From an optimization exercise on the open Yosys and OpenROAD flow, aimed at small area; shortcuts taken in it are not production practice. Where RTL was checked, it was by simulation tests only, not by an equivalence proof against the original.

## oak
Design fpadd_top, start of the top module:
module fpadd_top (
    input  wire        clk,
    input  wire [31:0] a,
    input  wire [31:0] b,
    output reg  [31:0] y
);
==> module fp_adder, before the edit <==
module fp_adder(
    input wire sign1,sign2,
    input wire[7:0] exp1,exp2,
    input wire [22:0] frac1,frac2,
    output wire sign_out,
    output wire [7:0] exp_out,
    output wire [22:0] frac_out
);
    wire [8:0] ed  = {1'b0,exp1} - {1'b0,exp2};
    wire       elt = ed[8];                  
    wire       eeq = ~|ed[7:0];
    wire [23:0] ca = {1'b0,frac1} + {1'b0,~frac2};
    wire       fgt = ca[23];
    wire       gt  = eeq ? fgt : ~elt;       
    wire [7:0] eb  = elt ? exp2 : exp1;
    wire [7:0] d   = (ed[7:0] ^ {8{elt}}) + {7'd0,elt};
    wire       hi  = |d[7:5];
    wire        sb = gt ? sign1 : sign2;
    wire [23:0] fb = gt ? {1'b1,frac1} : {1'b1,frac2};
    wire [23:0] fs = gt ? {1'b1,frac2} : {1'b1,frac1};
    wire [23:0] r0 = (d[4] | hi) ? {16'd0, fs[23:16]} : fs;
    wire [23:0] r1 = (d[3] | hi) ? {8'd0, r0[23:8]} : r0;
    wire [23:0] r2 = d[2] ? {4'd0, r1[23:4]} : r1;
    wire [23:0] r3 = d[1] ? {2'd0, r2[23:2]} : r2;
    wire [23:0] fa = d[0] ? {1'd0, r3[23:1]} : r3;
    wire        sub = sign1 ^ sign2;
    wire [24:0] sum = {1'b0,fb} + {sub,fa ^ {24{sub}}} + {24'd0,sub};
    wire [31:0] x = {sum, 7'h00};
    wire [15:0] v1; wire [15:0] c1;
    genvar i;
    for (i=0;i<16;i=i+1) begin: l1
        assign v1[i] = x[2*i+1] | x[2*i];
        assign c1[i] = ~x[2*i+1];
    end
    wire [7:0] v2; wire [15:0] c2;
    for (i=0;i<8;i=i+1) begin: l2
        assign v2[i] = v1[2*i+1] | v1[2*i];
        assign c2[2*i+1:2*i] = v1[2*i+1] ? {1'b0, c1[2*i+1]} : {1'b1, c1[2*i]};
    end
    wire [3:0] v3; wire [11:0] c3;
    for (i=0;i<4;i=i+1) begin: l3
        assign v3[i] = v2[2*i+1] | v2[2*i];
        assign c3[3*i+2:3*i] = v2[2*i+1] ? {1'b0, c2[4*i+3:4*i+2]} : {1'b1, c2[4*i+1:4*i]};
    end
    wire [1:0] v4; wire [7:0] c4;
    for (i=0;i<2;i=i+1) begin: l4
        assign v4[i] = v3[2*i+1] | v3[2*i];
        assign c4[4*i+3:4*i] = v3[2*i+1] ? {1'b0, c3[6*i+5:6*i+3]} : {1'b1, c3[6*i+2:6*i]};
    end
    wire [4:0] z = v4[1] ? {1'b0, c4[7:4]} : {1'b1, c4[3:0]};
    wire [24:0] n0 = z[4] ? {sum[8:0], 16'd0} : sum;
    wire [24:0] n1 = z[3] ? {n0[16:0], 8'd0} : n0;
    wire [24:0] n2 = z[2] ? {n1[20:0], 4'd0} : n1;
    wire [24:0] n3 = z[1] ? {n2[22:0], 2'd0} : n2;
    wire [24:0] n4 = z[0] ? {n3[23:0], 1'd0} : n3;
    wire zero = ~(v4[1] | v4[0]);
    wire [9:0] re9 = {2'b0,eb} + 10'd1 - {5'b0,z};
    wire [7:0] re = re9[7:0];
    wire flush = zero | re9[9];
    assign sign_out = sb & ~zero;
    assign exp_out  = flush ? 8'd0 : re;
    assign frac_out = flush ? 23'd0 : n4[23:1];
endmodule
export LEC_CHECK = 0
export CAP_MARGIN = 20
export CORE_MARGIN = 2
export CORE_UTILIZATION = 55
export CTS_BUF_LIST = sky130_fd_sc_hd__clkbuf_4 sky130_fd_sc_hd__clkbuf_8
export SETUP_SLACK_MARGIN = -0.4
export SLEW_MARGIN = 20
create_clock -name core_clock -period 11.0 [get_ports {clk}]
standard.sh (not shown) runs the stock make flow with config.mk's settings and CLKGATE_MAP_FILE= SYNTH_SCRIPT=/design/flow/synth_recipe.tcl, a recipe that flattens the netlist after the stock synthesis.
==> flow/flow/run.sh <==
#!/bin/bash
# Own layout flow: the standard ORFS flow (standard.sh), with these changes:
#  - synthesis is ORFS's synth.tcl run through synth_recipe.tcl as usual (same passes, registers,
#    flattening and renaming), except that the combinational logic is mapped with the
#    area-oriented ABC script flow/area.abc, without the Kogge-Stone adder map and without
#    full-adder extraction;
#  - port buffers use sky130_fd_sc_hd__buf_1;
#  - flow/extra.mk adds make variables (one NAME=value per line), e.g. the CTS arguments;
#  - everything else (floorplan, tapcells, PDN, placement, CTS, routing) is the standard flow.
# All tool output goes to flow_make.log here and to ORFS's own logs under orfs/logs.
set -euo pipefail
W=$(pwd)
FLOWDIR=$W/flow
# synthesis script: ORFS synth.tcl with the abc call using our script
sed -e "s|log_cmd abc {\*}\$abc_args|log_cmd abc {*}[lreplace \$abc_args 1 1 $FLOWDIR/area.abc]|" \
  "$FLOW_HOME/scripts/synth.tcl" > "$W/own_synth_core.tcl"
grep -q "$FLOWDIR/area.abc" "$W/own_synth_core.tcl"
sed -e "s|source \$::env(SCRIPTS_DIR)/synth.tcl|source $W/own_synth_core.tcl|" \
  "$W/synth_recipe.tcl" > "$W/own_synth.tcl"
grep -q own_synth_core "$W/own_synth.tcl"
# further make variables, one NAME=value per line
EXTRA=()
if [[ -f "$FLOWDIR/extra.mk" ]]; then mapfile -t EXTRA < <(grep -v '^#' "$FLOWDIR/extra.mk" | grep .); fi
bash "$W/standard.sh" SYNTH_SCRIPT="$W/own_synth.tcl" ADDER_MAP_FILE= \
  SYNTH_OPERATIONS_ARGS="-noshare" BUFFER_PORTS_ARGS="-buffer_cell sky130_fd_sc_hd__buf_1" \
  "${EXTRA[@]}" finish > "$W/flow_make.log" 2>&1
==> flow/flow/area.abc <==
strash
ifraig
dch
amap
topo
stime -c
buffer -c
upsize -D 9000
dnsize -D 9000
==> flow/flow/extra.mk <==
CTS_ARGS=-sink_clustering_enable -repair_clock_nets -dont_use_dummy_load -buf_list {sky130_fd_sc_hd__clkbuf_4 sky130_fd_sc_hd__clkbuf_8}
### oak -> pine
==> flow/design.v, changed modules only <==
module fp_adder(
    input wire sign1,sign2,
    input wire[7:0] exp1,exp2,
    input wire [22:0] frac1,frac2,
    output wire sign_out,
    output wire [7:0] exp_out,
    output wire [22:0] frac_out
);
    wire [8:0] ed  = {1'b0,exp1} - {1'b0,exp2};
    wire       elt = ed[8];                  
    wire       eeq = ~|ed[7:0];
    wire [23:0] ca = {1'b0,frac1} + {1'b0,~frac2};  
    wire       fgt = ca[23];
    wire       gt  = eeq ? fgt : ~elt;       
    wire [7:0] eb  = elt ? exp2 : exp1;
    wire [7:0] d   = (ed[7:0] ^ {8{elt}}) + {7'd0,elt};  
    wire       hi  = |d[7:5];
    wire        sb = gt ? sign1 : sign2;
    wire [23:0] fb = gt ? {1'b1,frac1} : {1'b1,frac2};
    wire [23:0] fs = gt ? {1'b1,frac2} : {1'b1,frac1};
    wire [23:0] r0 = (d[4] | hi) ? {16'd0, fs[23:16]} : fs;
    wire [23:0] r1 = (d[3] | hi) ? {8'd0, r0[23:8]} : r0;
    wire [23:0] r2 = d[2] ? {4'd0, r1[23:4]} : r1;
    wire [23:0] r3 = d[1] ? {2'd0, r2[23:2]} : r2;
    wire [23:0] fa = d[0] ? {1'd0, r3[23:1]} : r3;
    wire        sub = sign1 ^ sign2;
    wire [24:0] sum = {1'b0,fb} + {sub,fa ^ {24{sub}}} + {24'd0,sub};
    wire [31:0] x = {sum, 7'h00};
    wire [15:0] v1; wire [15:0] c1;
    genvar i;
    for (i=0;i<16;i=i+1) begin: l1
        assign v1[i] = x[2*i+1] | x[2*i];
        assign c1[i] = ~x[2*i+1];
    end
    wire [7:0] v2; wire [15:0] c2;
    for (i=0;i<8;i=i+1) begin: l2
        assign v2[i] = v1[2*i+1] | v1[2*i];
        assign c2[2*i+1:2*i] = v1[2*i+1] ? {1'b0, c1[2*i+1]} : {1'b1, c1[2*i]};
    end
    wire [3:0] v3; wire [11:0] c3;
    for (i=0;i<4;i=i+1) begin: l3
        assign v3[i] = v2[2*i+1] | v2[2*i];
        assign c3[3*i+2:3*i] = v2[2*i+1] ? {1'b0, c2[4*i+3:4*i+2]} : {1'b1, c2[4*i+1:4*i]};
    end
    wire [1:0] v4; wire [7:0] c4;
    for (i=0;i<2;i=i+1) begin: l4
        assign v4[i] = v3[2*i+1] | v3[2*i];
        assign c4[4*i+3:4*i] = v3[2*i+1] ? {1'b0, c3[6*i+5:6*i+3]} : {1'b1, c3[6*i+2:6*i]};
    end
    wire [4:0] z = v4[1] ? {1'b0, c4[7:4]} : {1'b1, c4[3:0]};
    wire [24:0] n0 = z[4] ? {sum[8:0], 16'd0} : sum;
    wire [24:0] n1 = z[3] ? {n0[16:0], 8'd0} : n0;
    wire [24:0] n2 = z[2] ? {n1[20:0], 4'd0} : n1;
    wire [24:0] n3 = z[1] ? {n2[22:0], 2'd0} : n2;
    wire [24:0] n4 = z[0] ? {n3[23:0], 1'd0} : n3;
    wire zero = ~(v4[1] | v4[0]);               
    wire [9:0] re9 = {2'b0,eb} + 10'd1 - {5'b0,z};
    wire [7:0] re = re9[7:0];
    wire flush = zero | re9[9];                 
    assign sign_out = sb & ~zero;
    assign exp_out  = flush ? 8'd0 : re;
    assign frac_out = flush ? 23'd0 : n4[23:1];
endmodule
--- outcome ---
Diff pine..oak | total of clock buffers placed in the layout | unchanged. Compared with oak, in pine synthesized cell count barely changed, cell count of the worst reg-to-reg path essentially unchanged, share of final layout cell area taken by non-clock buffers held steady, final setup slack of the worst path held steady, global-route track usage on met3 held steady. Reported for pine and oak, count of final setup violators turned out identical to the last digit. oak was carried through to the last stage, and its layout satisfied the timing, DRC and antenna checks. The flow did not stop early for pine: all stages ran, and the layout cleared the timing, DRC and antenna checks. Re cell area after layout: no difference whatsoever between pine and oak. Diff pine..oak | total track usage | unchanged. As far as flip-flop and latch count goes, pine and oak are indistinguishable; the numbers are identical. Re ratio of cells with drive above 1 in the final layout: no difference whatsoever between oak and pine. Comparing pine against oak, there is no change at all in die area. In terms of wire length the detailed router placed on met1, pine and oak differ only marginally. Reported for pine and oak, wire length of the first global-routing pass turned out identical to the last digit.
Only the layout flow was run in oak; the RTL was not checked for function there.

==> re-timing with driven ports <==
In the flow no input, the clock included, has a driving cell. The finished layouts below were timed again as built, in two steps. Step 1 (the two cells are an assumption about what drives the block):
set clk [get_ports {clk}]
set_driving_cell -lib_cell sky130_fd_sc_hd__clkbuf_16 $clk
set_driving_cell -lib_cell sky130_fd_sc_hd__buf_2 [delete_from_list [all_inputs] $clk]
Step 2 also shifts input and output timing later by t, the mid clock arrival at the registers, as if the neighbouring blocks saw the same clock. a / b / c = ideal / step 1 / step 2; a / b = the first two.
run | shift t [ns] | setup slack, ns | latest minus earliest clock arrival (ns)
oak | 0.406 | 0.515 / 0.515 / 0.515 | 0.026 / 0.026
pine | 0.406 | 0.515 / 0.515 / 0.515 | 0.026 / 0.026
After both steps setup and hold are still met in every run listed.
